From an optimization exercise on the open Yosys and OpenROAD flow, aimed at small area, a short achievable clock period and few clock cycles per item; shortcuts taken in it are not production practice. RTL that was checked went through simulation tests only; none was proved equivalent to the original. No functional check of the RTL was part of run 1.

[flow/config.mk]
export PLATFORM = sky130hd
export DESIGN_NAME = LWC
export DESIGN_NICKNAME = LWC
export VERILOG_FILES = /design/flow/design.v
export SDC_FILE = /design/flow/constraint.sdc
export NUM_CORES = 4
export LEC_CHECK = 0
export CAP_MARGIN = 20
export CORE_MARGIN = 2
export CORE_UTILIZATION = 40
export SETUP_SLACK_MARGIN = 1.3
export SLEW_MARGIN = 20
[flow/constraint.sdc]
create_clock -name core_clock -period 5.5 [get_ports {clk}]
set_input_delay 1.1000 -clock core_clock [delete_from_list [all_inputs] [get_ports {clk}]]
set_output_delay 1.1000 -clock core_clock [all_outputs]
set_load 0.01 [all_outputs]
[flow/design.v]
module SBox (
   input  [7:0] X,
   output [7:0] Y
   ) ;
   wire [39:0] P;
   wire [31:0] O;
   assign P[7:0] = X;
   genvar i;
   generate
      for (i = 0; i < 4; i = i + 1) begin : GEN
         assign O[8*i+7:8*i+4] = {P[8*i+7:8*i+5], P[8*i+4] ^ ~(P[8*i+7] | P[8*i+6])};
         assign O[8*i+3:8*i+0] = {P[8*i+3:8*i+1], P[8*i+0] ^ ~(P[8*i+3] | P[8*i+2])};
         assign P[8*i+15:8*i+8] = {O[8*i+2], O[8*i+1], O[8*i+7], O[8*i+6],
                                   O[8*i+4], O[8*i+0], O[8*i+3], O[8*i+5]};
      end
   endgenerate
   assign Y = {O[31:27], O[25], O[26], O[24]};
endmodule  
module ShiftRows (
   input  [127:0] X,
   output [127:0] Y
   ) ;
   assign Y[127:96] = X[127:96];
   assign Y[ 95:64] = {X[71:64], X[95:72]};
   assign Y[ 63:32] = {X[47:32], X[63:48]};
   assign Y[ 31: 0] = {X[23: 0], X[31:24]};
endmodule  
module MixColumns (
   input  [127:0] X,
   output [127:0] Y
   ) ;
   wire [7:0] c1_x2x1 = X[ 95: 88] ^ X[63:56];
   wire [7:0] c2_x2x1 = X[ 87: 80] ^ X[55:48];
   wire [7:0] c3_x2x1 = X[ 79: 72] ^ X[47:40];
   wire [7:0] c4_x2x1 = X[ 71: 64] ^ X[39:32];
   wire [7:0] c1_x2x0 = X[127:120] ^ X[63:56];
   wire [7:0] c2_x2x0 = X[119:112] ^ X[55:48];
   wire [7:0] c3_x2x0 = X[111:104] ^ X[47:40];
   wire [7:0] c4_x2x0 = X[103: 96] ^ X[39:32];
   assign Y[127:120] = c1_x2x0 ^ X[31:24];
   assign Y[ 95: 88] = X[127:120];
   assign Y[ 63: 56] = c1_x2x1;
   assign Y[ 31: 24] = c1_x2x0;
   assign Y[119:112] = c2_x2x0 ^ X[23:16];
   assign Y[ 87: 80] = X[119:112];
   assign Y[ 55: 48] = c2_x2x1;
   assign Y[ 23: 16] = c2_x2x0;
   assign Y[111:104] = c3_x2x0 ^ X[15:8];
   assign Y[ 79: 72] = X[111:104];
   assign Y[ 47: 40] = c3_x2x1;
   assign Y[ 15:  8] = c3_x2x0;
   assign Y[103: 96] = c4_x2x0 ^ X[7:0];
   assign Y[ 71: 64] = X[103:96];
   assign Y[ 39: 32] = c4_x2x1;
   assign Y[  7:  0] = c4_x2x0;
endmodule  
module Permutation (
   input  [127:0] X,
   output [127:0] Y
   ) ;
   assign Y[127:120] = X[ 55: 48];
   assign Y[119:112] = X[  7:  0];
   assign Y[111:104] = X[ 63: 56];
   assign Y[103: 96] = X[ 23: 16];
   assign Y[ 95: 88] = X[ 47: 40];
   assign Y[ 87: 80] = X[ 15:  8];
   assign Y[ 79: 72] = X[ 31: 24];
   assign Y[ 71: 64] = X[ 39: 32];
   assign Y[ 63: 56] = X[127:120];
   assign Y[ 55: 48] = X[119:112];
   assign Y[ 47: 40] = X[111:104];
   assign Y[ 39: 32] = X[103: 96];
   assign Y[ 31: 24] = X[ 95: 88];
   assign Y[ 23: 16] = X[ 87: 80];
   assign Y[ 15:  8] = X[ 79: 72];
   assign Y[  7:  0] = X[ 71: 64];
endmodule  
module HPermutation (
   input  [63:0] X,
   output [63:0] Y
   ) ;
   assign Y[63:56] = X[55:48];
   assign Y[55:48] = X[ 7: 0];
   assign Y[47:40] = X[63:56];
   assign Y[39:32] = X[23:16];
   assign Y[31:24] = X[47:40];
   assign Y[23:16] = X[15: 8];
   assign Y[15: 8] = X[31:24];
   assign Y[ 7: 0] = X[39:32];
endmodule  
module lfsr_gf56 ( 
   so,
   si, domain
   ) ;
   output [63:0] so;
   input [55:0]  si;
   input [7:0] 	  domain;
   wire [55:0] 	  lfsr, lfsrs, lfsrn;
   assign lfsr = {si[7:0],
		  si[15:8],
		  si[23:16],
		  si[31:24],
		  si[39:32],
		  si[47:40],
		  si[55:48]
		  };
   assign lfsrs = {lfsr[54:0],lfsr[55]};
   assign lfsrn = lfsrs ^ {lfsr[55],2'b0,lfsr[55],1'b0,lfsr[55],2'b0};   
   assign so = {lfsrn[7:0],
		lfsrn[15:8],
		lfsrn[23:16],
		lfsrn[31:24],
		lfsrn[39:32],
		lfsrn[47:40],
		lfsrn[55:48],
		domain};   
endmodule  
module LWC ( 
   do_data, pdi_ready, sdi_ready, do_valid, do_last,
   pdi_data, sdi_data, pdi_valid, sdi_valid, do_ready, clk, rst
   ) ;
   output [31:0] do_data;
   output        pdi_ready, sdi_ready;
   output        do_valid, do_last;
   input [31:0]  pdi_data, sdi_data;
   input         pdi_valid, sdi_valid, do_ready;
   input         clk, rst;
   localparam R = 2;
   localparam IDLE = 0,  KLD = 1,  KHD = 2,  KW  = 3,
              ADH  = 4,  ADS = 5,  ADT = 6,  NH  = 7,
              NW   = 8,  NWT = 9,  MH  = 10, MS  = 11,
              TH   = 12, TW  = 13, ST  = 14, VH  = 15,
              VW   = 16, VS  = 17;
   localparam NS = 18;
   localparam C_AD = 2'd0, C_N = 2'd1, C_M = 2'd2;
   reg [127:0] S, K, T3, NB, T2;
   reg [63:0]  Z;
   reg [NS-1:0] st;
   reg [1:0]   g;              
   reg [1:0]   wc;             
   reg [11:0]  hi;             
   reg [3:0]   lo;             
   reg         full, blast;    
   reg         dec, fail, sclr;
   reg         tpart;
   reg         busy, par;
   reg [5:0]   rc;
   reg [1:0]   ctype;
   wire [127:0] ks2a, ks3a, ks2, ks3, rout1, rout;
   wire [5:0]   rc2 = {rc[4:0], rc[5] ^ rc[4] ^ 1'b1};
   wire [63:0]  rk  = ((R == 1 && par) ? 64'h0 : Z) ^ T2[127:64] ^ T3[127:64];
   wire         last_rnd;
   SkinnyRound RND1 (.X(S), .RK(rk), .RC(rc), .Y(rout1));
   TKStep KA (.T2(T2), .T3(T3), .N2(ks2a), .N3(ks3a));
   generate
      if (R == 2) begin : TWO
         SkinnyRound RND2 (.X(rout1), .RK(ks2a[127:64] ^ ks3a[127:64]), .RC(rc2), .Y(rout));
         TKStep KB (.T2(ks2a), .T3(ks3a), .N2(ks2), .N3(ks3));
         assign last_rnd = busy & (rc == 6'h2D);
      end
      else begin : ONE
         assign rout = rout1;
         assign ks2  = ks2a;
         assign ks3  = ks3a;
         assign last_rnd = busy & (rc == 6'h1A);
      end
   endgenerate
   wire [63:0] zp, zr, zr2, zr3, zrev;
   HPermutation HP0 (.X(Z),   .Y(zp));
   HPermutation HP1 (.X(zp),  .Y(zr));
   HPermutation HP2 (.X(zr),  .Y(zr2));
   HPermutation HP3 (.X(zr2), .Y(zr3));
   HPermutation HP4 (.X(zr3), .Y(zrev));    
   wire [31:0] stop = S[127:96];
   wire [31:0] gofs = {stop[24]^stop[31], stop[31:25],
                       stop[16]^stop[23], stop[23:17],
                       stop[8]^stop[15],  stop[15:9],
                       stop[0]^stop[7],   stop[7:1]};
   wire [1:0]  wi = wc;
   wire [3:0]  b0 = {wi, 2'b00};
   wire [3:0]  bm = {full | (b0 < lo), full | ((b0 | 4'd1) < lo),
                     full | ((b0 | 4'd2) < lo), full | ((b0 | 4'd3) < lo)};
   wire        off  = bm[3];                     
   wire        w3   = (wi == 2'd3);
   wire [31:0] mask = {{8{bm[3]}}, {8{bm[2]}}, {8{bm[1]}}, {8{bm[0]}}};
   wire [31:0] pdo  = pdi_data ^ gofs;
   wire [31:0] wm   = (st[MS] & dec ? pdo : pdi_data) & mask;
   wire [31:0] w    = {wm[31:4], (w3 & ~full) ? lo : wm[3:0]};
   wire        g3 = (g == 2'd3);
   wire        ph = (g == wi);
   wire        can_start = ~busy | last_rnd;
   wire        oready = do_ready;
   wire x_ads = st[ADS] & ~busy & (pdi_valid | ~off);           
   wire x_adt = st[ADT] & ph & (pdi_valid | ~off);               
   wire x_nw  = st[NW] & ph & pdi_valid;                         
   wire x_ms  = st[MS] & ~busy & ph & (~off | (pdi_valid & oready));
   wire x_tw  = st[TW] & ~busy & oready;
   wire x_vw  = st[VW] & ~busy & pdi_valid;
   wire x_kw  = st[KW] & ph & sdi_valid;
   wire x_hdr = (st[IDLE] | st[ADH] | st[NH] | st[VH]) & pdi_valid;
   wire x_mh  = st[MH] & pdi_valid & oready;
   wire x_out = (st[TH] | st[ST] | st[VS]) & oready;
   assign pdi_ready = st[IDLE] | st[ADH] | st[NH] | st[VH]
                    | (st[ADS] & ~busy & off)
                    | ((st[ADT] | st[NW]) & ph & (off | st[NW]))
                    | (st[MS] & ~busy & ph & off & oready)
                    | (st[MH] & oready)
                    | (st[VW] & ~busy);
   assign sdi_ready = st[KLD] | st[KHD] | (st[KW] & ph);
   wire sh   = x_ads | x_ms | x_tw | x_vw;            
   wire nbsh = x_adt | x_nw;
   wire endb = (x_ads | x_adt | x_nw | x_ms) & w3;    
   wire start = g3 & ((x_adt | x_ms | (x_nw & can_start)) | (st[NWT] & can_start));
   assign do_valid = (st[MH] & pdi_valid) | (st[MS] & ~busy & ph & off & pdi_valid)
                   | (st[TW] & ~busy) | st[TH] | st[ST] | st[VS];
   assign do_last  = st[ST] | st[VS];
   wire [3:0] inst = pdi_data[31:28];
   wire go_key = st[IDLE] & pdi_valid & (inst == 4'h7);
   wire go_op  = st[IDLE] & pdi_valid & (inst == 4'h2 || inst == 4'h3);
   reg [NS-1:0] stn;
   always @* begin
      stn = st;
      if (go_key) begin stn[IDLE] = 1'b0; stn[KLD] = 1'b1; end
      if (go_op)  begin stn[IDLE] = 1'b0; stn[ADH] = 1'b1; end
      if (st[KLD] & sdi_valid & (sdi_data[31:28] == 4'h4)) begin stn[KLD] = 1'b0; stn[KHD] = 1'b1; end
      if (st[KHD] & sdi_valid) begin stn[KHD] = 1'b0; stn[KW] = 1'b1; end
      if (x_kw & w3) begin stn[KW] = 1'b0; stn[IDLE] = 1'b1; end
      if (st[ADH] & pdi_valid) begin stn[ADH] = 1'b0; stn[ADS] = 1'b1; end
      if (x_ads & w3) begin stn[ADS] = 1'b0; stn[NH] = blast; stn[ADT] = ~blast; end
      if (x_adt & w3) begin stn[ADT] = 1'b0; stn[NH] = blast; stn[ADS] = ~blast; end
      if (st[NH] & pdi_valid) begin stn[NH] = 1'b0; stn[NW] = 1'b1; end
      if (x_nw & w3) begin stn[NW] = 1'b0; stn[MH] = can_start; stn[NWT] = ~can_start; end
      if (st[NWT] & can_start & g3) begin stn[NWT] = 1'b0; stn[MH] = 1'b1; end
      if (x_mh) begin stn[MH] = 1'b0; stn[MS] = 1'b1; end
      if (x_ms & w3 & blast) begin stn[MS] = 1'b0; stn[VH] = dec; stn[TH] = ~dec; end
      if (st[TH] & oready) begin stn[TH] = 1'b0; stn[TW] = 1'b1; end
      if (x_tw & w3) begin stn[TW] = 1'b0; stn[ST] = 1'b1; end
      if (st[ST] & oready) begin stn[ST] = 1'b0; stn[IDLE] = 1'b1; end
      if (st[VH] & pdi_valid) begin stn[VH] = 1'b0; stn[VW] = 1'b1; end
      if (x_vw & w3) begin stn[VW] = 1'b0; stn[VS] = 1'b1; end
      if (st[VS] & oready) begin stn[VS] = 1'b0; stn[IDLE] = 1'b1; end
   end
   assign do_data    = ({32{st[MH]}} & {dec ? 8'h43 : 8'h5A, pdi_data[23:0]})
                     | ({32{st[MS]}} & pdo & mask)
                     | ({32{st[TH]}} & 32'h8300_0010)
                     | ({32{st[TW]}} & gofs)
                     | ({32{st[ST] | st[VS]}} & {3'b111, st[VS] & fail, 28'h0});
   wire        zstepn = (x_ads | x_ms) & w3;
   wire [7:0]  zdom = last_rnd ? (tpart ? 8'd26 : 8'd24)
                    : st[ADS] ? (blast ? (full ? 8'd24 : 8'd26) : 8'd8)
                    : (blast ? (full ? 8'd20 : 8'd21) : 8'd4);
   wire [63:0] zsrc = last_rnd ? zrev : Z;
   wire [63:0] zstep;
   lfsr_gf56 CNT (.so(zstep), .si(zsrc[63:8]), .domain(zdom));
   localparam [63:0] ZINIT = 64'h0100_0000_0000_0000;
   wire [127:0] nb_n = {NB[95:0], nbsh ? (st[ADT] ? w : pdi_data) : NB[127:96]};
   wire [127:0] k_n  = {K[95:0], x_kw ? sdi_data : K[127:96]};
   always @(posedge clk) begin
      if (busy)
        S <= rout;
      else if (sh)
        S <= {S[95:0], ((st[ADS] & sclr) ? 32'h0 : stop) ^ ((st[TW] | st[VW]) ? 32'h0 : w)};
      T2 <= start ? nb_n : ks2;
      T3 <= start ? k_n : ks3;
      NB <= nb_n;
      K  <= k_n;
      if (last_rnd)
        Z <= (ctype == C_AD) ? zstep : (ctype == C_N) ? ZINIT : zrev;
      else if (busy & (R == 2 || par))
        Z <= zp;
      else if (zstepn)
        Z <= zstep;
      else if (go_op)
        Z <= ZINIT;
   end
   wire [11:0] hin  = pdi_data[15:4];
   wire [3:0]  lon  = pdi_data[3:0];
   wire        ldlen = (st[ADH] | st[MH]) & pdi_valid & (st[ADH] | oready);
   wire        endlen = (x_ads | x_adt | x_ms) & w3;
   always @(posedge clk) begin
      if (rst) begin
         st    <= {{(NS-1){1'b0}}, 1'b1};
         g     <= 2'd0;
         wc    <= 2'd0;
         busy  <= 1'b0;
         par   <= 1'b0;
         rc    <= 6'h01;
         ctype <= C_M;
         hi    <= 12'h0;
         lo    <= 4'h0;
         full  <= 1'b0;
         blast <= 1'b1;
         dec   <= 1'b0;
         fail  <= 1'b0;
         sclr  <= 1'b0;
         tpart <= 1'b0;
      end
      else begin
         st <= stn;
         g  <= g + 2'd1;
         if (sh | nbsh | x_kw) wc <= wc + 2'd1;
         if (ldlen) begin
            hi    <= hin;
            lo    <= lon;
            full  <= |hin;
            blast <= ~|hin[11:1] & (~hin[0] | ~|lon);
         end
         else if (endlen) begin
            hi    <= blast ? 12'h0 : hi - 12'd1;
            full  <= ~blast & |hi[11:1];
            blast <= blast | (~|hi[11:2] & (hi[1] ? (~hi[0] & ~|lo) : hi[0]));
         end
         if (start) begin
            busy  <= 1'b1;
            par   <= 1'b0;
            rc    <= 6'h01;
            ctype <= st[ADT] ? C_AD : st[MS] ? C_M : C_N;
         end
         else if (busy) begin
            par   <= ~par;
            rc    <= (R == 2) ? {rc2[4:0], rc2[5] ^ rc2[4] ^ 1'b1} : rc2;
            if (last_rnd) busy <= 1'b0;
         end
         if (go_op) begin
            dec  <= pdi_data[28];
            fail <= 1'b0;
         end
         if (st[ADH] & pdi_valid) sclr <= 1'b1;
         if (x_ads & w3) sclr <= 1'b0;
         if (x_adt & w3) tpart <= ~full;
         if (x_vw && (pdo != 32'h0)) fail <= 1'b1;
      end
   end
endmodule  
module SkinnyRound (
   input  [127:0] X,
   input  [63:0]  RK,
   input  [5:0]   RC,
   output [127:0] Y
   ) ;
   wire [127:0] sb, sr, mc, kv, ksr, kmc;
   genvar i;
   generate
      for (i = 0; i < 16; i = i + 1) begin : SBOXES
         SBox SB (.X(X[8*i+7:8*i]), .Y(sb[8*i+7:8*i]));
      end
   endgenerate
   ShiftRows  SR (.X(sb), .Y(sr));
   MixColumns MC (.X(sr), .Y(mc));
   assign kv = {RK ^ {4'h0, RC[3:0], 30'h0, RC[5:4], 24'h0}, 8'h02, 56'h0};
   ShiftRows  KSR (.X(kv), .Y(ksr));
   MixColumns KMC (.X(ksr), .Y(kmc));
   assign Y = mc ^ kmc;
endmodule  
module TKStep (
   input  [127:0] T2, T3,
   output [127:0] N2, N3
   ) ;
   wire [127:0] p2, p3;
   Permutation PT2 (.X(T2), .Y(p2));
   Permutation PT3 (.X(T3), .Y(p3));
   genvar i;
   generate
      for (i = 0; i < 8; i = i + 1) begin : LFSRS
         assign N2[64+8*i+7:64+8*i] = {p2[64+8*i+6:64+8*i], p2[64+8*i+7] ^ p2[64+8*i+5]};
         assign N3[64+8*i+7:64+8*i] = {p3[64+8*i] ^ p3[64+8*i+6], p3[64+8*i+7:64+8*i+1]};
      end
   endgenerate
   assign N2[63:0] = p2[63:0];
   assign N3[63:0] = p3[63:0];
endmodule  
[flow/run.sh]
#!/bin/bash
# synth_recipe.tcl (not shown) runs the flow's synth.tcl, then flattens the netlist and writes it again
# the make line also repeats each setting of config.mk as NAME=value (left out here)
make -C /OpenROAD-flow-scripts/flow DESIGN_CONFIG=/design/flow/config.mk WORK_HOME=/design/flow/orfs CLKGATE_MAP_FILE= SYNTH_SCRIPT=/design/flow/synth_recipe.tcl finish
==> results of run 1 <==
[kinds of logic (layout without fill, tap and decap cells)]
kind of cell / after synthesis / in the layout
AND/OR/NAND/NOR: 1755 / 1756
AO/OA/AOI/OAI: 586 / 586
buffers and inverters: 267 / 597
flip-flops: 757 / 757
adder cells (fa/ha/maj): 7 / 7
multiplexers: 141 / 141
XOR/XNOR: 896 / 896
other: 0 / 2
[registers in the layout, summed over array words and instances, names as in the netlist]
signal	count
Z	64
fail	1
sclr	1
K	128
rc	6
blast	1
busy	1
st	18
T3	128
tpart	1
NB	128
g	2
T2	128
S	128
dec	1
ctype	2
hi	12
wc	2
lo	4
full	1
[synth_stat cells, types with 10 or more instances]
| cell type | n |
|---|---|
| nand2b_1 | 38 |
| a211oi_1 | 17 |
| dfxtp_1 | 565 |
| buf_1 | 11 |
| a221oi_1 | 26 |
| nand3_1 | 44 |
| edfxtp_1 | 192 |
| nor3b_1 | 12 |
| a222oi_1 | 19 |
| o31ai_1 | 29 |
| nand4_1 | 23 |
| nor2_1 | 514 |
| nor2b_1 | 25 |
| nand2_1 | 895 |
| o21ai_0 | 182 |
| o211ai_1 | 10 |
| xnor2_2 | 14 |
| and3_1 | 12 |
| or3_1 | 38 |
| mux2_2 | 92 |
| buf_2 | 14 |
| a22oi_1 | 37 |
| nor3_1 | 52 |
| a31oi_1 | 34 |
| mux2i_1 | 48 |
| xnor2_1 | 611 |
| xnor3_1 | 36 |
| inv_1 | 39 |
| xor2_1 | 221 |
| nand3b_1 | 25 |
| clkbuf_1 | 193 |
| and2_1 | 16 |
| nor4_1 | 15 |
| a21oi_1 | 124 |
| o21a_1 | 22 |
[routing by layer]
| layer | global-route usage | routed length (µm) | vias up |
|---|---|---|---|
| li1 | - | - | 15240 |
| met1 | 0.4113 | 65540 | 16470 |
| met2 | 0.4625 | 69870 | 1863 |
| met3 | 0.05766 | 16010 | 406 |
| met4 | 0.1962 | 12570 | 0 |
| met5 | 0 | 0 | - |
[how the worst max path moves through the flow]
stage	depth (start not counted)	endpoint	slack, ns
after floorplan	15	S[120]	1.42
after global placement	14	S[105]	0.58
after detailed placement	14	S[105]	0.58
after CTS	16	S[120]	1.20
after global routing	14	S[112]	1.04
final	15	S[104]	1.11
[stage by stage]
| stage | std cells | hold WS (ns) | area [µm²] | setup slack (ns) |
|---|---|---|---|---|
| 6_report | 6029 | 0.3370 | 49070 | 1.114 |
| 5_1_grt | 6027 | 0.3422 | 49060 | 1.039 |
| 4_1_cts | 5948 | 0.3310 | 47350 | 1.201 |
| 3_5_place_dp | 5662 | 0.3355 | 42220 | 0.5792 |
| 3_3_place_gp | 5662 | 0.3310 | 42220 | 0.5848 |
| 2_1_floorplan | 4409 | 0.3306 | 39720 | 1.421 |
[timing repair]
action                                  CTS  global route
endpoints found under the setup margin   95            70
resized for setup                       197           203
hold endpoints to repair                  0             0
pin swaps                                55            91
setup buffers                           131            78
gates cloned                              0             1
[layout by cell type (no fill, tap or decap), drive strengths merged, types with 26 or more instances in the layout]
master	n
nand2	896
xnor2	628
dfxtp	565
nor2	518
buf	299
xor2	228
edfxtp	192
o21ai	190
a21oi	124
clkbuf	124
mux2	93
clkdlybuf4s50	88
nor3	53
mux2i	48
nand3	44
inv	44
nand2b	39
or3	39
xnor3	39
a22oi	37
a31oi	34
o31ai	30
a221oi	27
nand4	26
[final cells by class]
cell class	count	area share
Antenna cell	2	0.0001020
Clock buffer	124	0.05064
Sequential cell	757	0.3482
Timing Repair Buffer	402	0.06959
Multi-Input combinational cell	3386	0.4862
Clock inverter	31	0.009384
Inverter	40	0.003111
Tap cell	1287	0.03282
==> impl_metrics.tcl, run 1 <==
set metrics [dict create \
    fin_crit_sh 0.7975 \
    grt_pass1_vias 31330 \
    antenna_found_initial 3 \
    viasPerCell 5.637 \
    io_buffers 104 \
    cts_tree "built" \
    worstPathCellList "or3_4 > nand4_4 > xor2_4 > buf_6 > a211o_4 > and3_4 > nor2_8 > xnor3_2 > xnor2_4 > a221oi_4 > or3b_4 > and4_4 > or3_4 > and3_4 > o31ai_2" \
    synth.largest_area_cell "dfxtp_1" \
    slew-limit-headroom 0.2969 \
    post-route-util 0.4986 \
    cpLargestDelayFamily "simple AND/OR/NAND/NOR gates" \
    first_pass_iters 9 \
    dp_hpwl_um 126800 \
    cp_slowest_cell "edfxtp_1" \
    r2r-start "S[59]" \
    die_area_um2 101800 \
    nets 4746 \
    synth_flop_cell "dfxtp_1" \
    cts.sinks 757 \
    track_usage 0.3094 \
    syn-cell-area_um2 39710 \
    htree_levels 3 \
    worst-path-max-fanout 4 \
    worstSkewPairLatency_ns 0.68 \
    start_kind "flip-flop" \
    synth_area_leaders "dfxtp_1 28%, edfxtp_1 15%, xnor2_1 13%, nand2_1 8.5%, xor2_1 4.9%" \
    synth_cell_types 103 \
    async_reset_ff_frac 0 \
    grt_pass1_wl_um 225300 \
    clk_pin_slew_ns 0.06 \
    chipHeight_um 319.1 \
    arrival_ns 4.85 \
    synth-seq-cells 757 \
    hold_path.class "flip-flop to flip-flop" \
    grt_max_degree 105 \
    start_util 0.4035 \
    regArea_um2 17090 \
    synth_edf_count 192 \
    min_from "K[61]" \
    synth.area.mux_share 0.03856 \
    fmax_ghz 0.2280 \
    syn_inst 4409 \
    wl_per_cell_um 27.20 \
    wl_um 164000 \
    rrSetupSlack_ns 1.11 \
    antenna_left 0 \
    r2r-end "S[104]" \
    crit_type "flip-flop to flip-flop" \
    clk_path_buf_depth 3 \
    rsz0062_at_grt "yes" \
    drt_iter0_drc 4164 \
    critPathLaunch "S[59]" \
    end_kind "flip-flop" \
    yosys.area_share.simple 0.1892 \
    row_count 115 \
    coreArea_um2 98420 \
    vias 33980 \
    drc 0 \
    cts_hold_buf 0 \
    fillerInstances 9260 \
    tightestPinTransition_ns 1.047 \
    layout-drive-gt1-share 0.1850 \
    synth_adder_area_share 0.002205 \
    synth_top_family_by_area "XOR/XNOR gates" \
    critPathBufInv 1 \
    multiInputGateArea_um2 23860 \
    synth_xor_xnor_area_share 0.2176 \
    ios 105 \
    overflow 0 \
    synth_top_area_frac 0.2848 \
    hold_end "K[93]" \
    yosysWarnings 1 \
    maxCapViolCount 0 \
    ys_seq_area_frac 0.4300 \
    worst_r2r_path_depth 15 \
    synth-compound-area-share 0.09556 \
    die_width_um 319.1 \
    cts-root-buf "clkbuf_16" \
    critPathMaxStageDelay_ns 0.48 \
    syn2layout_area_growth_pct 23.56 \
    finClkSkew_ns 0.05023 \
    cp.required_ns 5.96 \
    setup_violations 0 \
    slew_viol_final 0 \
    finalHoldViolations 0 \
    place_congestion 1.045 \
    synth_fp_nets 4485 \
    cts-buffers-inserted 83 \
    setup_tns_ns 0 \
    finalCriticalPeriod_ns 4.386 \
    hold_path_depth 0 \
    syn_area_per_cell_um2 9.007 \
    status "no timing/DRC/antenna violations" \
]
==> run 2: changes to the inputs <==
--- a/flow/design.v
+++ b/flow/design.v
@@ -147,4 +147,6 @@
    reg [5:0]   rc;
    reg [1:0]   ctype;
+   reg [1:0]   twc;            
+   reg         tth, ttw, tst, tvs;    
    wire [127:0] ks2a, ks3a, ks2, ks3, rout1, rout;
    wire [5:0]   rc2 = {rc[4:0], rc[5] ^ rc[4] ^ 1'b1};
@@ -191,19 +193,21 @@
    wire        can_start = ~busy | last_rnd;
    wire        oready = do_ready;
-   wire x_ads = st[ADS] & ~busy & (pdi_valid | ~off);           
+   wire tbusy = tth | ttw | tst | tvs;
+   wire adsok = st[ADS] & ~busy & ~tth & (pdi_valid | ~off);
+   wire x_ads = adsok & (~ttw | oready);                        
    wire x_adt = st[ADT] & ph & (pdi_valid | ~off);               
    wire x_nw  = st[NW] & ph & pdi_valid;                         
    wire x_ms  = st[MS] & ~busy & ph & (~off | (pdi_valid & oready));
-   wire x_tw  = st[TW] & ~busy & oready;
+   wire twok  = ttw & ~busy & (~st[ADS] | (~tth & (pdi_valid | ~off)));
+   wire x_tw  = twok & oready;
    wire x_vw  = st[VW] & ~busy & pdi_valid;
    wire x_kw  = st[KW] & ph & sdi_valid;
    wire x_hdr = (st[IDLE] | st[ADH] | st[NH] | st[VH]) & pdi_valid;
-   wire x_mh  = st[MH] & pdi_valid & oready;
-   wire x_out = (st[TH] | st[ST] | st[VS]) & oready;
+   wire x_mh  = st[MH] & ~tbusy & pdi_valid & oready;
    assign pdi_ready = st[IDLE] | st[ADH] | st[NH] | st[VH]
-                    | (st[ADS] & ~busy & off)
+                    | (st[ADS] & ~busy & ~tth & off & (~ttw | oready))
                     | ((st[ADT] | st[NW]) & ph & (off | st[NW]))
                     | (st[MS] & ~busy & ph & off & oready)
-                    | (st[MH] & oready)
+                    | (st[MH] & ~tbusy & oready)
                     | (st[VW] & ~busy);
    assign sdi_ready = st[KLD] | st[KHD] | (st[KW] & ph);
@@ -212,7 +216,7 @@
    wire endb = (x_ads | x_adt | x_nw | x_ms) & w3;    
    wire start = g3 & ((x_adt | x_ms | (x_nw & can_start)) | (st[NWT] & can_start));
-   assign do_valid = (st[MH] & pdi_valid) | (st[MS] & ~busy & ph & off & pdi_valid)
-                   | (st[TW] & ~busy) | st[TH] | st[ST] | st[VS];
-   assign do_last  = st[ST] | st[VS];
+   assign do_valid = (st[MH] & ~tbusy & pdi_valid) | (st[MS] & ~busy & ph & off & pdi_valid)
+                   | twok | tth | tst | tvs;
+   assign do_last  = tst | tvs;
    wire [3:0] inst = pdi_data[31:28];
    wire go_key = st[IDLE] & pdi_valid & (inst == 4'h7);
@@ -233,17 +237,13 @@
       if (st[NWT] & can_start & g3) begin stn[NWT] = 1'b0; stn[MH] = 1'b1; end
       if (x_mh) begin stn[MH] = 1'b0; stn[MS] = 1'b1; end
-      if (x_ms & w3 & blast) begin stn[MS] = 1'b0; stn[VH] = dec; stn[TH] = ~dec; end
-      if (st[TH] & oready) begin stn[TH] = 1'b0; stn[TW] = 1'b1; end
-      if (x_tw & w3) begin stn[TW] = 1'b0; stn[ST] = 1'b1; end
-      if (st[ST] & oready) begin stn[ST] = 1'b0; stn[IDLE] = 1'b1; end
+      if (x_ms & w3 & blast) begin stn[MS] = 1'b0; stn[VH] = dec; stn[IDLE] = ~dec; end
       if (st[VH] & pdi_valid) begin stn[VH] = 1'b0; stn[VW] = 1'b1; end
-      if (x_vw & w3) begin stn[VW] = 1'b0; stn[VS] = 1'b1; end
-      if (st[VS] & oready) begin stn[VS] = 1'b0; stn[IDLE] = 1'b1; end
+      if (x_vw & w3) begin stn[VW] = 1'b0; stn[IDLE] = 1'b1; end
    end
-   assign do_data    = ({32{st[MH]}} & {dec ? 8'h43 : 8'h5A, pdi_data[23:0]})
-                     | ({32{st[MS]}} & pdo & mask)
-                     | ({32{st[TH]}} & 32'h8300_0010)
-                     | ({32{st[TW]}} & gofs)
-                     | ({32{st[ST] | st[VS]}} & {3'b111, st[VS] & fail, 28'h0});
+   assign do_data    = tbusy ? (({32{tth}} & 32'h8300_0010)
+                              | ({32{ttw}} & gofs)
+                              | ({32{tst | tvs}} & {3'b111, tvs & fail, 28'h0}))
+                     : (({32{st[MH]}} & {dec ? 8'h43 : 8'h5A, pdi_data[23:0]})
+                              | ({32{st[MS]}} & pdo & mask));
    wire        zstepn = (x_ads | x_ms) & w3;
    wire [7:0]  zdom = last_rnd ? (tpart ? 8'd26 : 8'd24)
@@ -260,5 +260,5 @@
         S <= rout;
       else if (sh)
-        S <= {S[95:0], ((st[ADS] & sclr) ? 32'h0 : stop) ^ ((st[TW] | st[VW]) ? 32'h0 : w)};
+        S <= {S[95:0], (x_ads | x_ms) ? (((st[ADS] & sclr) ? 32'h0 : stop) ^ w) : stop};
       T2 <= start ? nb_n : ks2;
       T3 <= start ? k_n : ks3;
@@ -271,5 +271,5 @@
       else if (zstepn)
         Z <= zstep;
-      else if (go_op)
+      else if (go_op & ~busy)
         Z <= ZINIT;
    end
@@ -295,9 +295,23 @@
          sclr  <= 1'b0;
          tpart <= 1'b0;
+         twc   <= 2'd0;
+         tth   <= 1'b0;
+         ttw   <= 1'b0;
+         tst   <= 1'b0;
+         tvs   <= 1'b0;
       end
       else begin
          st <= stn;
          g  <= g + 2'd1;
-         if (sh | nbsh | x_kw) wc <= wc + 2'd1;
+         if (x_ads | x_ms | x_vw | nbsh | x_kw) wc <= wc + 2'd1;
+         if (x_tw) twc <= twc + 2'd1;
+         if (x_ms & w3 & blast & ~dec) tth <= 1'b1;
+         else if (tth & oready) tth <= 1'b0;
+         if (tth & oready) ttw <= 1'b1;
+         else if (x_tw & (twc == 2'd3)) ttw <= 1'b0;
+         if (x_tw & (twc == 2'd3)) tst <= 1'b1;
+         else if (oready) tst <= 1'b0;
+         if (x_vw & w3) tvs <= 1'b1;
+         else if (oready) tvs <= 1'b0;
          if (ldlen) begin
             hi    <= hin;
@@ -315,5 +329,5 @@
             par   <= 1'b0;
             rc    <= 6'h01;
-            ctype <= st[ADT] ? C_AD : st[MS] ? C_M : C_N;
+            ctype <= st[ADT] ? C_AD : (st[MS] & ~blast) ? C_M : C_N;
          end
          else if (busy) begin
@@ -322,8 +336,6 @@
             if (last_rnd) busy <= 1'b0;
          end
-         if (go_op) begin
-            dec  <= pdi_data[28];
-            fail <= 1'b0;
-         end
+         if (go_op) dec <= pdi_data[28];
+         if (x_ms & w3 & blast) fail <= 1'b0;
          if (st[ADH] & pdi_valid) sclr <= 1'b1;
          if (x_ads & w3) sclr <= 1'b0;
--- a/flow/config.mk
+++ b/flow/config.mk
@@ -8,5 +8,5 @@
 export CAP_MARGIN = 20
 export CORE_MARGIN = 2
-export CORE_UTILIZATION = 40
-export SETUP_SLACK_MARGIN = 1.3
+export CORE_UTILIZATION = 55
+export SETUP_SLACK_MARGIN = 1.0
 export SLEW_MARGIN = 20
==> run 2 against run 1 <==
  * Non-clock buffer count fell by 127
  * Die area fell by 27%
  * Synthesized cell count grew 0.16%
  * Core utilization is 15 points higher
  * Global-route usage increased by 10 points
  * Count of clock-buffer cells in the layout fell by 10
  * Wire length decreased by 4.1%
  * Setup slack worse by 0.053 ns
  * Clock skew is 0.0037 ns lower
  * Fmax down 1.2%
==> impl_metrics.tcl, run 2 <==
set metrics [dict create \
    status "no timing/DRC/antenna violations" \
    synth_top_area_frac 0.2862 \
    start_util 0.5549 \
    antenna_found_initial 12 \
    wl_um 157200 \
    coreArea_um2 71490 \
    synth_xor_xnor_area_share 0.2143 \
    synth_edf_count 192 \
    grt_pass1_vias 30220 \
    crit_type "flip-flop to flip-flop" \
    placedCellCount 5322 \
    drc 0 \
    synth-seq-cells 759 \
    yosysMostFrequentCell "nand2_1" \
    die_area_um2 74280 \
    synth_area_leaders "dfxtp_1 29%, edfxtp_1 15%, xnor2_1 13%, nand2_1 9.0%, xor2_1 5.2%" \
    cts-buffers-inserted 81 \
    finalHoldViolations 0 \
    dp_hpwl_um 123300 \
    critPathLaunch "S[62]" \
    drt_iter0_drc 4630 \
    cts_hold_buf 0 \
    multiInputGateArea_um2 22360 \
    finClkSkew_ns 0.04654 \
    arrival_ns 4.67 \
    hold_path.class "flip-flop to flip-flop" \
    synth_top_family_by_area "XOR/XNOR gates" \
    yosys.area_share.simple 0.1826 \
    overflow 0 \
    synth_flop_cell "dfxtp_1" \
    cts_tree "built" \
    row_count 98 \
    timing.hold.ws_ns 0.3257 \
    rsz0062_at_grt "yes" \
    viasPerCell 5.969 \
    syn-cell-area_um2 39660 \
    wl_per_cell_um 28.26 \
    synth.largest_area_cell "dfxtp_1" \
    synth_fp_nets 4493 \
    crit_top_cell "xnor2_1" \
    async_reset_ff_frac 0 \
    yosysWarnings 1 \
    nets 4620 \
    cp_slowest_cell "xor3_2" \
    grt_pass1_wl_um 218300 \
    clk_path_buf_depth 3 \
    finalCriticalPeriod_ns 4.439 \
    io_buffers 104 \
    syn2layout_area_growth_pct 16.06 \
    synth-compound-area-share 0.1015 \
    ys_seq_area_frac 0.4315 \
    maxCapViolCount 0 \
    htree_levels 3 \
    place_congestion 1.089 \
    chipHeight_um 272.5 \
    final_common_cell "nand2_1" \
    regArea_um2 17120 \
    critPathMaxStageDelay_ns 0.48 \
    end_kind "flip-flop" \
    start_kind "flip-flop" \
    cp.required_ns 5.73 \
    slew-limit-headroom 0.1836 \
    synth_cell_types 93 \
    vias 33220 \
    clk_pin_slew_ns 0.07 \
    grt_max_degree 84 \
    setup_tns_ns 0 \
    tightestPinTransition_ns 1.191 \
    cts-root-buf "clkbuf_16" \
    cts.sinks 759 \
    ios 105 \
    design_area_um2 46040 \
    syn_area_per_cell_um2 8.982 \
    synth.area.mux_share 0.04126 \
    fin_crit_sh 0.8071 \
    layout-drive-gt1-share 0.1208 \
    min_from "NB[73]" \
    worstPathCellList "or3_4 > nand4_2 > mux2i_2 > mux2i_1 > xnor2_1 > buf_4 > xnor3_2 > xor3_2 > xnor2_1 > xnor2_1 > xor2_1 > nand2_1 > o21ai_0" \
    syn_inst 4416 \
    slew_viol_final 0 \
    instances_no_fill 5565 \
    fillerInstances 6042 \
    worst-path-max-fanout 5 \
    track_usage 0.4139 \
    antenna_left 0 \
    worstSkewPairLatency_ns 0.67 \
    synthTopCellsByCount "950 x nand2_1, 571 x xnor2_1, 567 x dfxtp_1, 431 x nor2_1, 235 x xor2_1" \
    die_width_um 272.5 \
    post-route-util 0.6440 \
    r2r-start "S[62]" \
    first_pass_iters 7 \
    setup_violations 0 \
    fmax_ghz 0.2253 \
    synth_adder_area_share 0.002524 \
    placed_cell_area_um2 41740 \
    most-common-layout-cells "946 x nand2_1, 563 x dfxtp_1, 531 x xnor2_1" \
]
run 2: cell types whose count changed in the layout (fill, tap and decap cells not counted), moves of 21 or more:
| cell | delta |
|---|---|
| buf_4 | -114 |
| xnor2_2 | -72 |
| nor2_1 | -70 |
| o21ai_0 | +66 |
| nand2_1 | +60 |
| a21oi_1 | +47 |
| xor2_1 | +38 |
| xnor2_1 | +34 |
| and2_1 | +26 |
| a21o_1 | +22 |
| mux2i_1 | +21 |
| xnor3_1 | +21 |
run 2: cell families after synthesis:
logic type      count (synthesis)
compound gates                648
xor+xnor                      872
fa+ha+maj                       8
buf+inv                       269
flops                         759
mux                           152
simple gates                 1708
run 2: through the flow:
stage / setup slack [ns]
after floorplan: 1.086
after global placement: 0.6897
after detailed placement: 0.6007
after CTS: 0.8716
after global routing: 0.9406
final: 1.061
run 2: area by class of cell:
cell class | count | area share
sequential | 759 | 0.3720
clock inverter | 37 | 0.01011
multi-input combinational | 3388 | 0.4857
antenna | 4 | 0.0002174
inverter | 38 | 0.003098
tap | 950 | 0.02582
timing repair buffer | 275 | 0.05172
clock buffer | 114 | 0.05140
run 2: layer usage:
metal  share of wire  track usage
met1            0.38       0.5326
met2            0.44       0.6372
met3           0.099      0.08523
met4           0.077       0.2623
met5         0.00049            0
run 2: worst max-delay path: cells and delay by family (launching register included):
kind / cells / cell delay, ns
simple gates: 3 / 0.64
mux: 2 / 0.56
buf+inv: 1 / 0.21
compound gates: 1 / 0.39
flops: 1 / 0.44
xor+xnor: 6 / 1.79
run 2: path summary, 6_finish.rpt:
path / end / slack, ns / cells after the start
setup / recovery: S[109] / 1.06 / 13
hold / removal: NB[105] / 0.33 / 0
setup reg to reg: S[109] / 1.06 / 13
hold reg to reg: NB[105] / 0.33 / 0
run 2: what timing repair did:
item                       4_1_cts  5_1_grt
resized for setup               64       89
setup endpoints to repair       55       68
pin swaps                        7       16
buffers inserted                47       41
Testbench counts of run 2, summed over its fixed seeds: cycles 33,956, bytes 18,726.
==> run 3: changes to the inputs <==
--- a/flow/config.mk
+++ b/flow/config.mk
@@ -6,4 +6,5 @@
 export NUM_CORES = 4
 export LEC_CHECK = 0
+export ABC_AREA = 1
 export CAP_MARGIN = 20
 export CORE_MARGIN = 2
==> run 3 against run 2 <==
  * Critical path depth rose by 4
  * Design area is 2.1% lower
  * Core utilization down 2.3 points
  * Final cell count up 14%
  * Sequential share of layout area is 0.81 points higher
  * Fmax down 3.2%
  * Setup slack worse by 0.15 ns
==> impl_metrics.tcl, run 3 <==
set metrics [dict create \
    synth_fp_nets 5361 \
    synth_top_area_frac 0.2825 \
    drc 0 \
    synth_area_leaders "dfxtp_1 28%, nand2_1 17%, edfxtp_1 14%, xor2_1 6.0%, xnor2_1 5.9%" \
    ios 105 \
    maxCapViolCount 0 \
    viasPerCell 6.006 \
    synth_cell_types 62 \
    synth_edf_count 192 \
    chipHeight_um 274.3 \
    synth.largest_area_cell "dfxtp_1" \
    finalCriticalPeriod_ns 4.584 \
    async_reset_ff_frac 0 \
    io_buffers 104 \
    row_count 99 \
    track_usage 0.4644 \
    die_width_um 274.3 \
    antenna_left 0 \
    synth_adder_area_share 0.002491 \
    grt_pass1_vias 33900 \
    slew_viol_final 0 \
    syn2layout_area_growth_pct 12.13 \
    synth_top_family_by_area "simple AND/OR/NAND/NOR gates" \
    worst_r2r_path_depth 17 \
    synth-compound-area-share 0.09329 \
    synth_flop_cell "dfxtp_1" \
    yosys.area_share.simple 0.2839 \
    synth.area.mux_share 0.0002491 \
    timing.hold.ws_ns 0.3222 \
    cp.required_ns 5.84 \
    htree_levels 3 \
    clk_path_buf_depth 3 \
    finalHoldViolations 0 \
    cts-buffers-inserted 79 \
    setup_tns_ns 0 \
    post-route-util 0.6207 \
    rsz0062_at_grt "yes" \
    wl_met1_um 65380 \
    first_pass_iters 9 \
    crit_type "flip-flop to flip-flop" \
    nets 5412 \
    highest_layer "met5" \
    r2r-start "Z[43]" \
    slew-limit-headroom 0.1505 \
    synthTopCellsByCount "1824 x nand2_1, 567 x dfxtp_1, 417 x inv_1, 369 x nand3_1, 276 x xor2_1" \
    wl_per_cell_um 28.03 \
    fin_crit_sh 0.8335 \
    critPathLaunch "Z[43]" \
    hold_path_depth 0 \
    grt_pass1_wl_um 244400 \
    r2r-end "S[109]" \
    die_area_um2 75240 \
    end_kind "flip-flop" \
    hold_end "K[90]" \
    synth_xor_xnor_area_share 0.1348 \
    clk_pin_slew_ns 0.06 \
    worst-path-max-fanout 4 \
    syn_area_per_cell_um2 7.605 \
    grt_max_degree 194 \
    ys_seq_area_frac 0.4260 \
    fmax_ghz 0.2181 \
    dp_hpwl_um 142800 \
    worstSkewPairLatency_ns 0.68 \
    overflow 0 \
    cts_tree "built" \
    coreArea_um2 72590 \
    hold_path.class "flip-flop to flip-flop" \
    place_congestion 1.072 \
    preCtsSetupSlack_ns 0.6967 \
    yosysMostFrequentCell "nand2_1" \
    cts_hold_buf 0 \
    vias 38220 \
    met3_length_um 20850 \
    worst_slack_ns 0.9156 \
    final_common_cell "nand2_1" \
    syn_inst 5284 \
    drt_iter0_drc 6164 \
    min_from "K[58]" \
    cts.sinks 759 \
    met2_length_um 75870 \
    antenna_found_initial 7 \
    layout-drive-gt1-share 0.07352 \
    tightestPinTransition_ns 1.265 \
    start_kind "flip-flop" \
    cts-root-buf "clkbuf_16" \
    syn-cell-area_um2 40180 \
    most-common-layout-cells "1822 x nand2_1, 564 x dfxtp_1, 414 x inv_1" \
    start_util 0.5536 \
    finClkSkew_ns 0.04309 \
    setup_violations 0 \
    synth-seq-cells 759 \
    rrSetupSlack_ns 0.92 \
    wl_um 178300 \
    arrival_ns 4.92 \
    yosysWarnings 1 \
    status "no timing/DRC/antenna violations" \
]
==> run 3: cell types whose count changed after synthesis, moves of 89 or more <==
cell     before   now
mux2_2       89     0
nand2_1     950  1824
inv_1        38   417
nor2_1      431   231
xnor2_1     571   269
nand3_1      37   369
==> run 3: worst max path at each step <==
| stage | end | slack, ns | cells past startpoint |
|---|---|---|---|
| finish | S[109] | 0.92 | 17 |
| global route | do_data[17] | 0.98 | 8 |
| CTS | do_data[17] | 1.01 | 8 |
| detailed placement | Z[57] | 0.70 | 12 |
| global placement | Z[61] | 0.82 | 12 |
| floorplan | S[0] | 1.03 | 7 |
==> run 3: cell type report <==
class / count / area [µm²]
well taps: 959 / 1200
diodes: 4 / 10.01
clock inverters: 41 / 531.8
fillers: 6457 / 27530
repair buffers: 150 / 1436
clock buffers: 105 / 2280
multi-input cells: 3900 / 20790
flip-flops and latches: 759 / 17120
inverters: 445 / 1684
==> run 3: repair_timing <==
action,4_1_cts,5_1_grt
endpoints found under the hold margin,0,0
resized for setup,1,14
cloned,0,0
setup buffers,0,2
setup endpoints to repair,6,44
==> run 3: worst max-delay path, stage by stage (launching register included) <==
cell and delay, ns:
edfxtp_1 0.45, nand2_1 0.10, nand2_1 0.08, xnor2_1 0.76, nand3_2 0.38, nand2_4 0.21
nand2_2 0.07, nand2_2 0.18, nand2_1 0.09, nand2_2 0.12, nand2_1 0.07, nand2_1 0.08
nand3_1 0.09, nand2_2 0.17, xor2_1 0.25, or2_2 0.15, nand3_1 0.23, o21ai_0 0.76
==> run 3: per-stage QoR <==
stage / instances / instance area (µm²)
floorplan: 5284 / 40190
global placement: 6211 / 42140
detailed placement: 6211 / 42140
CTS: 6357 / 44960
global route: 6359 / 45050
finish: 6363 / 45060
==> run 3: cells by family after synthesis <==
kind of cell,count (synthesis)
adder cells (fa/ha/maj),8
buffers and inverters,625
AND/OR/NAND/NOR,2686
XOR/XNOR,581
flip-flops,759
multiplexers,1
AO/OA/AOI/OAI,624
==> run 3: layer usage <==
| layer | up-vias | GRT usage |
|---|---|---|
| met5 | - | 0 |
| met4 | 4 | 0.3481 |
| met3 | 551 | 0.1023 |
| met2 | 2546 | 0.6957 |
| met1 | 17890 | 0.5866 |
| li1 | 17230 | - |
==> run 4: changes to the inputs <==
--- a/flow/config.mk
+++ b/flow/config.mk
@@ -6,8 +6,7 @@
 export NUM_CORES = 4
 export LEC_CHECK = 0
-export ABC_AREA = 1
 export CAP_MARGIN = 20
 export CORE_MARGIN = 2
-export CORE_UTILIZATION = 55
+export CORE_UTILIZATION = 40
 export SETUP_SLACK_MARGIN = 1.0
 export SLEW_MARGIN = 20
==> run 4 against run 3 <==
  * Count of clock-buffer cells in the layout rose by 1
  * Flip-flop and latch count did not move
==> impl_metrics.tcl, run 4 <==
set metrics [dict create \
    syn2layout_area_growth_pct 16.70 \
    clk_path_buf_depth 3 \
    hold_path.class "flip-flop to flip-flop" \
    hold_path_depth 0 \
    coreArea_um2 98280 \
    fmax_ghz 0.2219 \
    die_area_um2 101700 \
    viasPerCell 5.567 \
    syn_inst 4416 \
    rsz0062_at_grt "yes" \
    worst_r2r_path_depth 13 \
    htree_levels 3 \
    grt_pass1_vias 29910 \
    drc 0 \
    vias 32670 \
    synth_flop_cell "dfxtp_1" \
    r2r-end "S[112]" \
    first_pass_iters 9 \
    start_kind "flip-flop" \
    nets 4591 \
    status "no timing/DRC/antenna violations" \
    clk_pin_slew_ns 0.07 \
    cts_hold_buf 0 \
    antenna_left 0 \
    drt_iter0_drc 3862 \
    grt_max_degree 193 \
    min_from "NB[24]" \
    syn-cell-area_um2 39660 \
    row_count 115 \
    cts-root-buf "clkbuf_16" \
    final_common_cell "nand2_1" \
    dp_hpwl_um 123300 \
    cp.required_ns 5.91 \
    async_reset_ff_frac 0 \
    design_area_um2 46290 \
    synth_cell_types 93 \
    syn_area_per_cell_um2 8.982 \
    layout-drive-gt1-share 0.1155 \
    yosysWarnings 1 \
    synth_area_leaders "dfxtp_1 29%, edfxtp_1 15%, xnor2_1 13%, nand2_1 9.0%, xor2_1 5.2%" \
    synthTopCellsByCount "950 x nand2_1, 571 x xnor2_1, 567 x dfxtp_1, 431 x nor2_1, 235 x xor2_1" \
    chipHeight_um 318.9 \
    finalCriticalPeriod_ns 4.507 \
    placed_cell_area_um2 42170 \
    wl_per_cell_um 26.80 \
    end_kind "flip-flop" \
    track_usage 0.2986 \
    synth.largest_area_cell "dfxtp_1" \
    finClkSkew_ns 0.02684 \
    cts-buffers-inserted 80 \
    setup_tns_ns 0 \
    arrival_ns 4.91 \
    wl_um 157300 \
    cts.sinks 759 \
    synth_fp_nets 4493 \
    slew_viol_final 0 \
    finalHoldViolations 0 \
    synth_top_area_frac 0.2862 \
    instances_no_fill 5868 \
    ios 105 \
    tightestPinTransition_ns 1.237 \
    io_buffers 104 \
    slew-limit-headroom 0.1692 \
    die_width_um 318.9 \
    most-common-layout-cells "946 x nand2_1, 563 x dfxtp_1, 522 x xnor2_1" \
    crit_type "flip-flop to flip-flop" \
    synth_edf_count 192 \
    maxCapViolCount 0 \
    antenna_found_initial 13 \
    setup_violations 0 \
    r2r-start "Z[51]" \
    synth-seq-cells 759 \
    overflow 0 \
    worst-path-max-fanout 5 \
    cts_tree "built" \
    ys_seq_area_frac 0.4315 \
    grt_pass1_wl_um 217700 \
    fin_crit_sh 0.8194 \
    start_util 0.4036 \
    place_congestion 1.031 \
    hold_end "NB[56]" \
    placedCellCount 5652 \
    rrSetupSlack_ns 0.99 \
    worstSkewPairLatency_ns 0.67 \
    yosysMostFrequentCell "nand2_1" \
]
[run 4: layer usage]
metal / wire, µm / global-route usage / vias to the layer above / part of all wire
met4: 9943 / 0.1583 / 18 / 0.063
met3: 15310 / 0.06541 / 360 / 0.097
met5: 121 / 0 / - / 0.00077
met1: 63820 / 0.3974 / 15710 / 0.41
li1: - / - / 14960 / -
met2: 68070 / 0.4526 / 1614 / 0.43
[run 4: kinds of logic after synthesis]
group	Yosys count	share of synthesized area
simple gates	1708	0.1826
xor+xnor	872	0.2143
flops	759	0.4315
compound gates	648	0.1015
buf+inv	269	0.02628
mux	152	0.04126
fa+ha+maj	8	0.002524
[run 4: what timing repair did]
action,4_1_cts,5_1_grt
resized for setup,52,99
endpoints found under the setup margin,103,76
hold endpoints to repair,0,0
pin swaps,4,14
setup buffers,28,39
[run 4: metrics by stage]
step	utilization	worst slack (ns)	hold WS (ns)
floorplan	-	1.086	0.3306
global placement	0.4291	0.3828	0.3326
detailed placement	0.4291	0.3852	0.3348
CTS	0.4620	0.9817	0.3390
global route	0.4709	0.8778	0.3478
finish	0.4710	0.9933	0.3402
[run 4: worst max-delay path, stage by stage, from the launching register on]
cell and delay [ns]:
edfxtp_1 0.51, xor2_2 0.31, xnor2_2 0.18, xnor3_2 0.39, xnor3_1 0.47, nor2_1 0.20, xnor3_1 0.42, xnor2_4 0.19
and3_1 0.22, or4_1 0.51, and4_1 0.27, o211a_1 0.25, o2111ai_1 0.17, o311ai_1 0.12
[run 4: how the worst max path moves through the flow]
| stage | startpoint | to |
|---|---|---|
| finish | Z[51] | S[112] |
| global route | S[82] | S[120] |
| CTS | Z[46] | S[104] |
| detailed placement | S[98] | S[104] |
| global placement | S[98] | S[104] |
| floorplan | do_ready | Z[0] |
[run 4: layout make-up]
type,count,area [µm²]
Tap cell,1287,1610
Inverter,38,142.6
Antenna cell,2,5.005
Clock inverter,41,446.7
Multi-Input combinational cell,3388,22430
Timing Repair Buffer,247,2235
Sequential cell,759,17120
Fill cell,9444,51990
Clock buffer,106,2295
==> run 5: changes to the inputs <==
--- a/flow/design.v
+++ b/flow/design.v
@@ -194,21 +194,23 @@
    wire        oready = do_ready;
    wire tbusy = tth | ttw | tst | tvs;
-   wire adsok = st[ADS] & ~busy & ~tth & (pdi_valid | ~off);
-   wire x_ads = adsok & (~ttw | oready);                        
+   wire adsok = st[ADS] & ~busy & ~tth & ph & (pdi_valid | ~off);
+   wire tagok = ~ttw | (twc > wc) | ((twc == wc) & oready);
+   wire x_ads = adsok & tagok;                                  
    wire x_adt = st[ADT] & ph & (pdi_valid | ~off);               
    wire x_nw  = st[NW] & ph & pdi_valid;                         
    wire x_ms  = st[MS] & ~busy & ph & (~off | (pdi_valid & oready));
-   wire twok  = ttw & ~busy & (~st[ADS] | (~tth & (pdi_valid | ~off)));
+   wire tph   = (g == twc);
+   wire twok  = ttw & ~busy & tph;
    wire x_tw  = twok & oready;
-   wire x_vw  = st[VW] & ~busy & pdi_valid;
+   wire x_vw  = st[VW] & ~busy & ph & pdi_valid;
    wire x_kw  = st[KW] & ph & sdi_valid;
    wire x_hdr = (st[IDLE] | st[ADH] | st[NH] | st[VH]) & pdi_valid;
    wire x_mh  = st[MH] & ~tbusy & pdi_valid & oready;
    assign pdi_ready = st[IDLE] | st[ADH] | st[NH] | st[VH]
-                    | (st[ADS] & ~busy & ~tth & off & (~ttw | oready))
+                    | (st[ADS] & ~busy & ~tth & ph & off & tagok)
                     | ((st[ADT] | st[NW]) & ph & (off | st[NW]))
                     | (st[MS] & ~busy & ph & off & oready)
                     | (st[MH] & ~tbusy & oready)
-                    | (st[VW] & ~busy);
+                    | (st[VW] & ~busy & ph);
    assign sdi_ready = st[KLD] | st[KHD] | (st[KW] & ph);
    wire sh   = x_ads | x_ms | x_tw | x_vw;            
@@ -257,8 +259,5 @@
    wire [127:0] k_n  = {K[95:0], x_kw ? sdi_data : K[127:96]};
    always @(posedge clk) begin
-      if (busy)
-        S <= rout;
-      else if (sh)
-        S <= {S[95:0], (x_ads | x_ms) ? (((st[ADS] & sclr) ? 32'h0 : stop) ^ w) : stop};
+      S <= busy ? rout : {S[95:0], (x_ads | x_ms) ? (((st[ADS] & sclr) ? 32'h0 : stop) ^ w) : stop};
       T2 <= start ? nb_n : ks2;
       T3 <= start ? k_n : ks3;
--- a/flow/config.mk
+++ b/flow/config.mk
@@ -8,5 +8,5 @@
 export CAP_MARGIN = 20
 export CORE_MARGIN = 2
-export CORE_UTILIZATION = 40
+export CORE_UTILIZATION = 55
 export SETUP_SLACK_MARGIN = 1.0
 export SLEW_MARGIN = 20
==> run 5 against run 4 <==
  * Flip-flop and latch count unchanged
  * Sequential share of layout area is 0.42 points lower
  * Fmax increased by 1.7%
  * Setup slack gained 0.077 ns
  * Synthesized area down 4.2%
  * Global-route usage increased by 12 points
  * Critical path type unchanged
==> impl_metrics.tcl, run 5 <==
set metrics [dict create \
    status "no timing/DRC/antenna violations" \
    die_area_um2 71230 \
    placed_cell_area_um2 39880 \
    row_count 96 \
    cts_hold_buf 0 \
    syn-cell-area_um2 38010 \
    async_reset_ff_frac 0 \
    htree_levels 3 \
    place_congestion 1.051 \
    worst-path-max-fanout 5 \
    cts-buffers-inserted 79 \
    nets 4453 \
    met3_length_um 15320 \
    synth_edf_count 64 \
    fmax_ghz 0.2258 \
    placedCellCount 5155 \
    design_area_um2 43390 \
    highest_layer "met5" \
    wl_per_cell_um 28.30 \
    preCtsSetupSlack_ns 0.6390 \
    overflow 0 \
    slew_viol_final 0 \
    yosysWarnings 1 \
    setup_violations 0 \
    first_pass_iters 7 \
    synth.largest_area_cell "dfxtp_1" \
    antenna_left 0 \
    finalCriticalPeriod_ns 4.429 \
    multiInputGateArea_um2 21670 \
    finalHoldViolations 0 \
    io_buffers 104 \
    hold_path.class "flip-flop to flip-flop" \
    slew-limit-headroom 0.05007 \
    chipHeight_um 266.9 \
    setup_tns_ns 0 \
    syn_inst 4329 \
    wl_met1_um 59990 \
    synth_flop_cell "dfxtp_1" \
    synth-seq-cells 759 \
    clk_path_buf_depth 3 \
    start_kind "flip-flop" \
    synth_cell_types 97 \
    synth_area_leaders "dfxtp_1 37%, xnor2_1 14%, nand2_1 9.1%, edfxtp_1 5.1%, xor2_1 5.0%" \
    arrival_ns 4.92 \
    grt_pass1_vias 28330 \
    synth_fp_nets 4408 \
    syn_area_per_cell_um2 8.781 \
    rsz0062_at_grt "yes" \
    cts.sinks 759 \
    maxCapViolCount 0 \
    ios 105 \
    syn2layout_area_growth_pct 14.14 \
    met2_length_um 63640 \
    fillerInstances 5919 \
    cts_tree "built" \
    clk_pin_slew_ns 0.06 \
    drt_iter0_drc 4365 \
    grt_pass1_wl_um 207300 \
    die_width_um 266.9 \
    yosysMostFrequentCell "nand2_1" \
    ys_seq_area_frac 0.4166 \
    coreArea_um2 68470 \
    fin_crit_sh 0.8053 \
    post-route-util 0.6337 \
    grt_max_degree 193 \
    end_kind "flip-flop" \
    cts-root-buf "clkbuf_16" \
    worstSkewPairLatency_ns 0.68 \
    track_usage 0.4158 \
    final_common_cell "nand2_1" \
    drc 0 \
    antenna_found_initial 5 \
    dp_hpwl_um 119200 \
    regArea_um2 15870 \
    crit_type "flip-flop to flip-flop" \
    worst_slack_ns 1.071 \
    start_util 0.5552 \
    layout-drive-gt1-share 0.1071 \
    cp.required_ns 5.99 \
    timing.hold.ws_ns 0.3319 \
    tightestPinTransition_ns 1.410 \
    vias 31590 \
    viasPerCell 5.937 \
    synthTopCellsByCount "921 x nand2_1, 695 x dfxtp_1, 602 x xnor2_1, 427 x nor2_1, 276 x o21ai_0" \
    most-common-layout-cells "919 x nand2_1, 670 x dfxtp_1, 575 x xnor2_1" \
    wl_um 150500 \
    synth_top_area_frac 0.3660 \
    finClkSkew_ns 0.04829 \
    instances_no_fill 5320 \
]
## run 5: changes by cell type after synthesis, moves of 20 or more
cell | before | now
a21o_1 | 29 | 5
a21oi_1 | 167 | 133
a221o_1 | 9 | 32
and2_1 | 44 | 24
dfxtp_1 | 567 | 695
edfxtp_1 | 192 | 64
nand2_1 | 950 | 921
o21ai_0 | 234 | 276
xnor2_1 | 571 | 602
## run 5: area by class of cell
| type | count | share of cell area |
|---|---|---|
| Antenna cell | 2 | 0.0001153 |
| Clock buffer | 112 | 0.05329 |
| Clock inverter | 31 | 0.01093 |
| Inverter | 47 | 0.004066 |
| Multi-Input combinational cell | 3297 | 0.4995 |
| Sequential cell | 759 | 0.3657 |
| Tap cell | 882 | 0.02543 |
| Timing Repair Buffer | 190 | 0.04089 |
## run 5: worst max-delay path: stages (launching register included)
cell	delay, ns
edfxtp_1	0.54
xnor2_1	0.62
xnor2_1	0.38
xnor2_1	0.79
xor2_1	0.42
nand3_1	0.26
and4_4	0.28
o22ai_1	0.25
o41ai_4	0.18
xnor2_1	0.27
xnor2_1	0.15
a21oi_1	0.09
## run 5: kinds of logic (layout without fill, tap and decap cells)
logic type	after synthesis	after routing	share of synthesized area
XOR/XNOR	890	890	0.2277
flip-flops	759	759	0.4166
buffers and inverters	274	380	0.02831
other	0	2	0
AND/OR/NAND/NOR	1650	1651	0.1844
AO/OA/AOI/OAI	589	589	0.09460
adder cells (fa/ha/maj)	10	10	0.003292
multiplexers	157	157	0.04509
## run 5: worst paths after layout
check,from,to,slack (ns),cells after the start
setup / recovery,Z[37],S[97],1.07,11
hold / removal,K[64],K[96],0.33,0
setup reg to reg,Z[37],S[97],1.07,11
hold reg to reg,K[64],K[96],0.33,0
## run 5: metal layers
metal | vias up | GRT usage
li1 | 14390 | -
met1 | 14980 | 0.5519
met2 | 1790 | 0.6192
met3 | 418 | 0.08608
met4 | 2 | 0.2590
met5 | - | 0
## run 5: repair_timing
item	CTS	global route
gates resized for setup	34	86
cloned	0	1
buffers inserted	5	13
endpoints found under the setup margin	47	59
pin swaps	2	11
Testbench counts of run 5, summed over its fixed seeds: cycles 34,200, bytes 18,726.
==> run 6: changes to the inputs <==
--- a/flow/config.mk
+++ b/flow/config.mk
@@ -6,7 +6,9 @@
 export NUM_CORES = 4
 export LEC_CHECK = 0
+export ABC_AREA = 1
 export CAP_MARGIN = 20
 export CORE_MARGIN = 2
 export CORE_UTILIZATION = 55
+export CTS_BUF_LIST = sky130_fd_sc_hd__clkbuf_4 sky130_fd_sc_hd__clkbuf_8
 export SETUP_SLACK_MARGIN = 1.0
 export SLEW_MARGIN = 20
==> run 6 against run 5 <==
  * First-iteration DRC count up 14%
  * Critical path depth unchanged
  * Die area up 1.1%
  * Count of clock-buffer cells in the layout up 77
  * Critical path type is now flip-flop to output port
==> impl_metrics.tcl, run 6 <==
set metrics [dict create \
    cts_hold_buf 0 \
    worst-path-max-fanout 9 \
    start_util 0.5584 \
    preCtsSetupSlack_ns 0.8591 \
    syn_inst 5090 \
    grt_pass1_vias 32550 \
    async_reset_ff_frac 0 \
    synth-seq-cells 759 \
    final_common_cell "nand2_1" \
    worst_slack_ns 1.038 \
    instances_no_fill 6203 \
    die_width_um 268.3 \
    coreArea_um2 68830 \
    highest_layer "met5" \
    slew_viol_final 0 \
    multiInputGateArea_um2 20380 \
    ios 105 \
    worstSkewPairLatency_ns 0.83 \
    clk_pin_slew_ns 0.06 \
    dp_hpwl_um 130400 \
    synth_flop_cell "dfxtp_1" \
    met2_length_um 68010 \
    maxCapViolCount 0 \
    start_kind "flip-flop" \
    worst_r2r_path_depth 19 \
    cts-root-buf "clkbuf_8" \
    io_buffers 104 \
    synthTopCellsByCount "1713 x nand2_1, 695 x dfxtp_1, 390 x inv_1, 321 x xor2_1, 312 x nand3_1" \
    cts_tree "built" \
    arrival_ns 3.36 \
    crit_type "flip-flop to output port" \
    finalCriticalPeriod_ns 4.462 \
    most-common-layout-cells "1711 x nand2_1, 692 x dfxtp_1, 388 x inv_1" \
    rsz0062_at_grt "yes" \
    chipHeight_um 268.3 \
    syn_area_per_cell_um2 7.550 \
    r2r-end "S[108]" \
    synth_area_leaders "dfxtp_1 36%, nand2_1 17%, xor2_1 7.3%, xnor2_1 6.2%, edfxtp_1 5.0%" \
    syn-cell-area_um2 38430 \
    wl_per_cell_um 26.08 \
    htree_levels 3 \
    timing.hold.ws_ns 0.2768 \
    rrSetupSlack_ns 1.14 \
    synth_edf_count 64 \
    grt_pass1_wl_um 225100 \
    synth.largest_area_cell "dfxtp_1" \
    finalHoldViolations 0 \
    fillerInstances 6304 \
    track_usage 0.4434 \
    drc 0 \
    layout-drive-gt1-share 0.08710 \
    row_count 96 \
    hold_end "NB[126]" \
    first_pass_iters 9 \
    status "no timing/DRC/antenna violations" \
    clk_path_buf_depth 3 \
    slew-limit-headroom 0.2191 \
    cts-buffers-inserted 119 \
    antenna_left 0 \
    synth_fp_nets 5169 \
    cp.required_ns 4.40 \
    yosysMostFrequentCell "nand2_1" \
    place_congestion 1.104 \
    tightestPinTransition_ns 1.171 \
    drt_iter0_drc 4993 \
]
run 6: how the worst max path moves through the flow:
stage	startpoint	to	slack, ns	cells after the start
6_report	lo[3]	do_data[25]	1.04	11
5_1_grt	lo[3]	do_data[26]	0.91	11
4_1_cts	lo[3]	do_data[8]	1.04	11
3_5_place_dp	do_ready	Z[17]	0.86	16
3_3_place_gp	do_ready	Z[17]	0.94	16
2_1_floorplan	lo[3]	Z[0]	1.68	15
run 6: cell families after synthesis:
logic type / share of synthesized area
mux: 0.0005535
buf+inv: 0.05988
compound gates: 0.1001
fa+ha+maj: 0.003256
flops: 0.4121
xor+xnor: 0.1592
simple gates: 0.2650
run 6: per-stage QoR:
step / utilization / area (µm²)
3_5_place_dp: 0.5855 / 40300
5_1_grt: 0.6287 / 43270
3_3_place_gp: 0.5855 / 40300
2_1_floorplan: - / 38430
6_report: 0.6287 / 43270
4_1_cts: 0.6280 / 43220
run 6: critical path, stage by stage, from the launching register on:
cell             delay [ns]
dfxtp_1                0.33
inv_1                  0.08
ha_1                   0.33
nand2_1                0.08
a21oi_1                0.12
a21oi_1                0.15
buf_4                  0.20
inv_1                  0.15
nor2_1                 0.16
inv_1                  0.11
o211ai_1               0.26
clkdlybuf4s50_1        0.61
run 6: final cells by class:
class / count / area share
multi-input cells: 3728 / 0.4710
flip-flops and latches: 759 / 0.3661
clock buffers: 189 / 0.05491
repair buffers: 146 / 0.03259
well taps: 931 / 0.02692
inverters: 419 / 0.03658
clock inverters: 29 / 0.01180
diodes: 2 / 0.0001157
run 6: repair_timing:
action | CTS | global route
setup endpoints to repair | 20 | 20
resized for setup | 13 | 9
endpoints found under the hold margin | 0 | 0
buffers inserted | 0 | 1
pin swaps | 0 | 0
run 6: metal layers:
layer	up-vias	track usage
met3	475	0.1082
met4	14	0.3258
met2	2057	0.6593
met1	16730	0.5600
met5	-	0
li1	16500	-

==> re-timing with driven ports <==
The results above use ideal ports. As a check the final layouts listed here were re-extracted and re-timed, cells and wires unchanged.
Step 1 assumes that a clkbuf_16 drives the clock port and a buf_2 every other input.
Step 2 adds t to the input delays and takes it off the output delays; t is the mean of the earliest and latest rising clock arrival at the registers after step 1. Input paths then give back, and output paths get back, about the clock's delay inside the block.
Three values: ideal, step 1, step 2; two values: the first two.
| run | t (ns) | slack for setup (ns) | latest minus earliest clock arrival (ns) | pins driven straight from the clock port |
|---|---|---|---|---|
| run 1 | 0.718 | 1.114 / 1.114 / 1.055 | 0.053 / 0.053 | 1 |
| run 2 | 0.714 | 1.061 / 1.061 / 1.061 | 0.048 / 0.047 | 1 |
| run 3 | 0.731 | 0.916 / 0.916 / 0.658 | 0.043 / 0.044 | 1 |
| run 4 | 0.730 | 0.993 / 0.993 / 0.864 | 0.028 / 0.028 | 1 |
| run 5 | 0.724 | 1.071 / 1.004 / 1.071 | 0.049 / 0.049 | 1 |
| run 6 | 0.851 | 1.038 / 0.971 / 0.635 | 0.100 / 0.100 | 1 |
After both steps setup and hold are still met in every run listed. For run 6, which loses most, drivers alone change the setup slack by -0.067 ns; drivers and shift together by -0.403 ns.
